This design comes from an exercise in tuning for small area on the open sky130 flow, not from production work. Only simulation tests tie the RTL to the original design; equivalence was not proved. Power and IR drop assume default switching activity.

==> xenon <==
// top
module top
  (
	input osc_clk,
	input rst,
	input [63:0] tune,
	output [7:0] MYLED,
	output TX_NCO,
	input  RFIn,
	output RFOut,
	output MOSI_I,
	input MISO_I,
	output SCK_I,
	output SSEL_I,
	output MOSI_Q,
	input MISO_Q,
	output SCK_Q,
	output SSEL_Q,
	output PWMOut
	);
  reg [11:0] count;
  always @(posedge osc_clk)
    count <= rst ? 12'd0 : count + 12'd1;
  reg RFInR1, RFInR;
  always @(posedge osc_clk) begin
    RFInR1 <= RFIn;
    RFInR  <= RFInR1;
  end
  assign RFOut = RFInR1;
  wire [10:0] Pobs;
  nco_sig ncoGen (.clk(osc_clk), .rst(rst), .tune(tune), .Pobs(Pobs));
  wire sin_neg, cos_neg;
  wire [8:0] sin_mag, cos_mag;
  SinCos SinCos1 (.Clock(osc_clk), .Theta(Pobs[10:1]),
                  .sin_neg(sin_neg), .sin_mag(sin_mag),
                  .cos_neg(cos_neg), .cos_mag(cos_mag));
  assign TX_NCO = Pobs[0];
  assign MYLED[2] = sin_mag[4] ^ (sin_neg & (|sin_mag[3:0]));
  assign MYLED[1] = sin_neg & (|sin_mag);
  assign MYLED[7:6] = 2'b01;
  assign MYLED[3] = 1'b1;
  assign MYLED[0] = 1'b1;
  wire [2:0] dump = {count == 12'd4095, count == 12'd4094, count == 12'd4093};
  wire sI, sQ, wrI, wrQ, stI, stQ;
  wire ploI, phiI, pfI, altI, ploQ, phiQ, pfQ, altQ;
  comb_ctl ctlI (.clk(osc_clk), .rst(rst), .start(stI), .count5(count[5]),
                 .plo(ploI), .phi(phiI), .pfirst(pfI), .alt(altI));
  comb_ctl ctlQ (.clk(osc_clk), .rst(rst), .start(stQ), .count5(count[5]),
                 .plo(ploQ), .phi(phiQ), .pfirst(pfQ), .alt(altQ));
  cic_ch CIC_I (.clk(osc_clk), .sgn(RFInR ^ sin_neg), .mag(sin_mag), .dump(dump),
                .plo(ploI), .phi(phiI), .pfirst(pfI), .alt(altI), .c5(sI));
  cic_ch CIC_Q (.clk(osc_clk), .sgn(RFInR ^ cos_neg), .mag(cos_mag), .dump(dump),
                .plo(ploQ), .phi(phiQ), .pfirst(pfQ), .alt(altQ), .c5(sQ));
  wire [31:0] accl, Iout;
  wire [11:0] acch;
  Hilbert Hilbert (.clk(osc_clk), .rst(rst), .count(count), .sI(sI), .sQ(sQ),
                   .wrI(wrI), .wrQ(wrQ), .stI(stI), .stQ(stQ), .accl(accl), .acch(acch), .Iout(Iout));
  SPI_Master #(.LO(0)) SPI_Master_I (.osc_clk(osc_clk), .count(count), .rot(Iout),
                           .hi(12'd0), .MISO(MISO_I), .MOSI(MOSI_I), .led(MYLED[4]));
  SPI_Master #(.LO(12)) SPI_Master_Q (.osc_clk(osc_clk), .count(count), .rot(accl),
  ...
Settings: LEC_CHECK=0, ABC_AREA=1, CAP_MARGIN=20, CORE_MARGIN=2, CORE_UTILIZATION=65, CTS_CLUSTER_DIAMETER=200, CTS_CLUSTER_SIZE=30, SLEW_MARGIN=20; clock period 15.4 ns.
run.sh (not shown) runs the stock make flow with config.mk's settings and CLKGATE_MAP_FILE= SYNTH_SCRIPT=/design/flow/synth_recipe.tcl, a recipe that flattens the netlist after the stock synthesis.
==> tundra (differences from xenon) <==
--- a/flow/design.v
+++ b/flow/design.v
@@ -333,70 +333,58 @@
     end else begin
       if (last)      aI <= (aI == 6'd0)  ? 6'd59 : aI - 6'd1;
       else if (tick) aI <= (aI == 6'd59) ? 6'd0  : aI + 6'd1;
       if (last)      aQ <= (aQ == 6'd0)  ? 6'd32 : aQ - 6'd1;
       else if (tick) aQ <= (aQ == 6'd32) ? 6'd0  : aQ + 6'd1;
     end
   end
-  reg [11:0] cmag;
-  reg        cneg;
-  always @* begin
-    cmag = 12'd0;
-    case (aI)
-      6'd0: cmag = 12'd8;
-      6'd6: cmag = 12'd8;
-      6'd8: cmag = 12'd10;
-      6'd10: cmag = 12'd15;
-      6'd12: cmag = 12'd23;
-      6'd14: cmag = 12'd36;
-      6'd16: cmag = 12'd55;
-      6'd18: cmag = 12'd80;
-      6'd20: cmag = 12'd114;
-      6'd22: cmag = 12'd159;
-      6'd24: cmag = 12'd223;
-      6'd26: cmag = 12'd319;
-      6'd28: cmag = 12'd482;
-      6'd30: cmag = 12'd845;
-      6'd32: cmag = 12'd2599;
-      6'd34: cmag = 12'd2599;
-      6'd36: cmag = 12'd845;
-      6'd38: cmag = 12'd482;
-      6'd40: cmag = 12'd319;
-      6'd42: cmag = 12'd223;
-      6'd44: cmag = 12'd159;
-      6'd46: cmag = 12'd114;
-      6'd48: cmag = 12'd80;
-      6'd50: cmag = 12'd55;
-      6'd52: cmag = 12'd36;
-      6'd54: cmag = 12'd23;
-      6'd56: cmag = 12'd15;
-      6'd58: cmag = 12'd10;
-      default: cmag = 12'd0;
-    endcase
-  end
-  always @* begin
-    cneg = 1'b0;
-    case (aI)
-      6'd6: cneg = 1'b1;
-      6'd8: cneg = 1'b1;
-      6'd10: cneg = 1'b1;
-      6'd12: cneg = 1'b1;
-      6'd14: cneg = 1'b1;
-      6'd16: cneg = 1'b1;
-      6'd18: cneg = 1'b1;
-      6'd20: cneg = 1'b1;
-      6'd22: cneg = 1'b1;
-      6'd24: cneg = 1'b1;
-      6'd26: cneg = 1'b1;
-      6'd28: cneg = 1'b1;
-      6'd30: cneg = 1'b1;
-      6'd32: cneg = 1'b1;
-      default: cneg = 1'b0;
-    endcase
-  end
+  wire [11:0] cmag =
+    ({12{aI == 6'd0}} & 12'd8) |
+    ({12{aI == 6'd6}} & 12'd8) |
+    ({12{aI == 6'd8}} & 12'd10) |
+    ({12{aI == 6'd10}} & 12'd15) |
+    ({12{aI == 6'd12}} & 12'd23) |
+    ({12{aI == 6'd14}} & 12'd36) |
+    ({12{aI == 6'd16}} & 12'd55) |
+    ({12{aI == 6'd18}} & 12'd80) |
+    ({12{aI == 6'd20}} & 12'd114) |
+    ({12{aI == 6'd22}} & 12'd159) |
+    ({12{aI == 6'd24}} & 12'd223) |
+    ({12{aI == 6'd26}} & 12'd319) |
+    ({12{aI == 6'd28}} & 12'd482) |
+    ({12{aI == 6'd30}} & 12'd845) |
+    ({12{aI == 6'd32}} & 12'd2599) |
+    ({12{aI == 6'd34}} & 12'd2599) |
+    ({12{aI == 6'd36}} & 12'd845) |
+    ({12{aI == 6'd38}} & 12'd482) |
+    ({12{aI == 6'd40}} & 12'd319) |
+    ({12{aI == 6'd42}} & 12'd223) |
+    ({12{aI == 6'd44}} & 12'd159) |
+    ({12{aI == 6'd46}} & 12'd114) |
+    ({12{aI == 6'd48}} & 12'd80) |
+    ({12{aI == 6'd50}} & 12'd55) |
+    ({12{aI == 6'd52}} & 12'd36) |
+    ({12{aI == 6'd54}} & 12'd23) |
+    ({12{aI == 6'd56}} & 12'd15) |
+    ({12{aI == 6'd58}} & 12'd10);
+  wire cneg =
+    (aI == 6'd6) |
+    (aI == 6'd8) |
+    (aI == 6'd10) |
+    (aI == 6'd12) |
+    (aI == 6'd14) |
+    (aI == 6'd16) |
+    (aI == 6'd18) |
+    (aI == 6'd20) |
+    (aI == 6'd22) |
+    (aI == 6'd24) |
+    (aI == 6'd26) |
+    (aI == 6'd28) |
+    (aI == 6'd30) |
+    (aI == 6'd32);
   assign stI = (aI == 6'd2) && (b5 == 5'd27) && (count >= 12'd1019) && (count < 12'd2939);
   assign stQ = (aQ == 6'd2) && (b5 == 5'd27) && (count >= 12'd1019) && (count < 12'd2075);
   reg [1919:0] RI;
   wire bitI = RI[0];
   wire pass  = (count >= 12'd1056) && (count < 12'd2976);
   wire firstw = (count[11:5] == 7'd33);           
   assign wrI = pass && (aI == 6'd0);
@@ -445,19 +433,28 @@
   input  [31:0] rot,        
   input  [11:0] hi,         
   input         MISO,
   output        MOSI,
   output reg    led         
 );
   parameter LO = 0;         
-  wire       win = (count >= 12'd3) && (count <= 12'd514);
-  wire [8:0] rem = 9'd2 - count[8:0];      
-  wire [5:0] k   = {1'b0, rem[8:4]} + LO;  
-  wire [4:0] pos = k[4:0] - count[4:0];
-  assign MOSI = win & (k[5] ? hi[k[3:0]] : rot[pos]);
+  wire        win = (count >= 12'd3) && (count <= 12'd514);
+  wire [11:0] r   = 12'd514 - count;
+  wire [4:0]  idx = r[8:4];                  
+  wire [7:0]  w   = r[11:4];                 
+  wire [4:0]  i   = w[4:0] - 5'd1;
+  wire [5:0]  j   = {1'b0, i} + LO;          
+  wire [4:0]  d   = j[4:0] - count[4:0];
+  wire        cat = (w >= 8'd1) && (w <= 8'd32) && !j[5] && (count[3:0] == j[3:0]);
+  wire        tap = d[4] ? rot[16] : rot[0];
+  reg  [1:0]  m;
+  always @(posedge osc_clk)
+    if (cat) m[i[0]] <= tap;
+  wire [5:0]  k   = {1'b0, idx} + LO;
+  assign MOSI = win & (k[5] ? hi[k[3:0]] : m[idx[0]]);
   reg m0;
   always @(posedge osc_clk) begin
     if (count == 12'd508) m0  <= MISO;
     if (count == 12'd521) led <= m0;
   end
 endmodule
 module SPI_Ctl (
@@ -525,17 +522,17 @@
   assign MYLED[1] = sin_neg & (|sin_mag);
   assign MYLED[7:6] = 2'b01;
   assign MYLED[3] = 1'b1;
   assign MYLED[0] = 1'b1;
   wire [2:0] dump = {count == 12'd4095, count == 12'd4094, count == 12'd4093};
   wire sI, sQ, wrI, wrQ, stI, stQ;
   wire ploI, phiI, pfI, altI, ploQ, phiQ, pfQ, altQ;
-  comb_ctl ctlI (.clk(osc_clk), .rst(rst), .start(stI), .count5(count[5]),
+  comb_ctl ctlI (.clk(osc_clk), .rst(rst), .start(stI), .cnt(count[5:0]),
                  .plo(ploI), .phi(phiI), .pfirst(pfI), .alt(altI));
-  comb_ctl ctlQ (.clk(osc_clk), .rst(rst), .start(stQ), .count5(count[5]),
+  comb_ctl ctlQ (.clk(osc_clk), .rst(rst), .start(stQ), .cnt(count[5:0]),
                  .plo(ploQ), .phi(phiQ), .pfirst(pfQ), .alt(altQ));
   cic_ch CIC_I (.clk(osc_clk), .sgn(RFInR ^ sin_neg), .mag(sin_mag), .dump(dump),
                 .plo(ploI), .phi(phiI), .pfirst(pfI), .alt(altI), .c5(sI));
   cic_ch CIC_Q (.clk(osc_clk), .sgn(RFInR ^ cos_neg), .mag(cos_mag), .dump(dump),
                 .plo(ploQ), .phi(phiQ), .pfirst(pfQ), .alt(altQ), .c5(sQ));
   wire [31:0] accl, Iout;
   wire [11:0] acch;
@@ -551,32 +548,33 @@
   assign SCK_Q = sck;
   assign SSEL_I = ssel;
   assign SSEL_Q = ssel;
   PWM PWM1 (.clk(osc_clk), .count(count), .a({acch, accl[31:12]}), .b(Iout),
             .PWMOut(PWMOut));
 endmodule
 module comb_ctl (
-  input  clk,
-  input  rst,
-  input  start,
-  input  count5,    
-  output plo,
-  output phi,
-  output pfirst,
-  output alt
+  input        clk,
+  input        rst,
+  input        start,
+  input  [5:0] cnt,     
+  output       plo,
+  output       phi,
+  output       pfirst,
+  output       alt
 );
   reg       act, alt_r;
-  reg [6:0] k;
+  reg [1:0] blk;
   wire      run = act | start;
-  wire [6:0] kk = start ? 7'd0 : k;
+  wire [1:0] b  = start ? 2'd0 : blk;
   always @(posedge clk) begin
-    if (rst)              act <= 1'b0;
-    else if (start)       act <= 1'b1;
-    else if (k == 7'd68)  act <= 1'b0;
-    k <= kk + 7'd1;
-    if (start) alt_r <= count5;
-  end
-  assign alt    = start ? count5 : alt_r;
-  assign plo    = run && (kk < 7'd64);
-  assign phi    = run && (kk >= 7'd64);
+    if (rst)                                     act <= 1'b0;
+    else if (start)                              act <= 1'b1;
+    else if (blk == 2'd2 && cnt[4:0] == 5'd31)   act <= 1'b0;
+    if (start)                    blk <= 2'd0;
+    else if (cnt[4:0] == 5'd26)   blk <= blk + 2'd1;
+    if (start) alt_r <= cnt[5];
+  end
+  assign alt    = start ? cnt[5] : alt_r;
+  assign plo    = run && (b != 2'd2);
+  assign phi    = run && (b == 2'd2);
   assign pfirst = start;
 endmodule
- CORE_UTILIZATION: 65 -> 60
- CTS_BUF_LIST: unset -> sky130_fd_sc_hd__clkbuf_8 sky130_fd_sc_hd__clkbuf_16
- CTS_CLUSTER_DIAMETER: 200 -> 150
- CTS_CLUSTER_SIZE: 30 -> 28
==> cedar (differences from xenon) <==
- CORE_UTILIZATION: 65 -> 40
- CTS_CLUSTER_DIAMETER: 200 -> 100
- CTS_CLUSTER_SIZE: 30 -> 24
==> summary.md <==
| Metric | Value |
|---|---|
| Clock sink total | 4715 |
| Via density | 4.603 |
| Gate power share | 14.7% |
| Fmax | 66.81 MHz |
| Multi-input gate area | 23580 um^2 |
| Status | finished clean |
| PD cells | 169.7 nW/um^2 |
| CTS buffer count | 175 |
[end of results for xenon]
==> summary.md <==
| Metric | Value |
|---|---|
| Status | finished clean |
| Fmax | 66.80 MHz |
| CTS buffer count | 224 |
| Multi-input gate area | 23580 um^2 |
| Gate power share | 14.2% |
[end of results for cedar]
==> summary.md <==
| Metric | Value |
|---|---|
| Clock sink total | 4697 |
| Multi-input gate area | 23110 um^2 |
| Gate power share | 14.8% |
| Launch point of the worst reg-to-reg path | ncoGen.cE |
| Via density | 4.469 |
| CTS buffer count | 185 |
| Status | finished clean |
[end of results for tundra]

-- port drivers added, routing unchanged --
The flow's constraints put no driver on any port. The routed layouts listed below were extracted and timed again, unchanged, in two steps.
Step 1 sets driving cells, clkbuf_16 on the clock port and buf_2 on the other inputs (assumed; they add their load-dependent delay and slew).
Step 2, shift: input delay + t, output delay - t, t = (earliest + latest rising clock arrival at the registers) / 2. This alone moves slack from input paths to output paths.
Three values: ideal ports, drivers, drivers and shift; two values: the first two.
run	t, ns	slack for setup (ns)	clock arrival spread, ns	worst slew at a driven data input, ns
xenon	0.935	0.433 / 0.488 / -0.447	0.058 / 0.059	0.09
tundra	0.922	0.395 / 0.452 / -0.471	0.077 / 0.077	0.26
cedar	0.953	0.431 / 0.493 / -0.459	0.168 / 0.167	0.18
With both steps, setup timing fails in every run listed, where it was met with ideal ports. For cedar, which loses most, drivers alone change the setup slack by +0.062 ns; drivers and shift together by -0.890 ns.
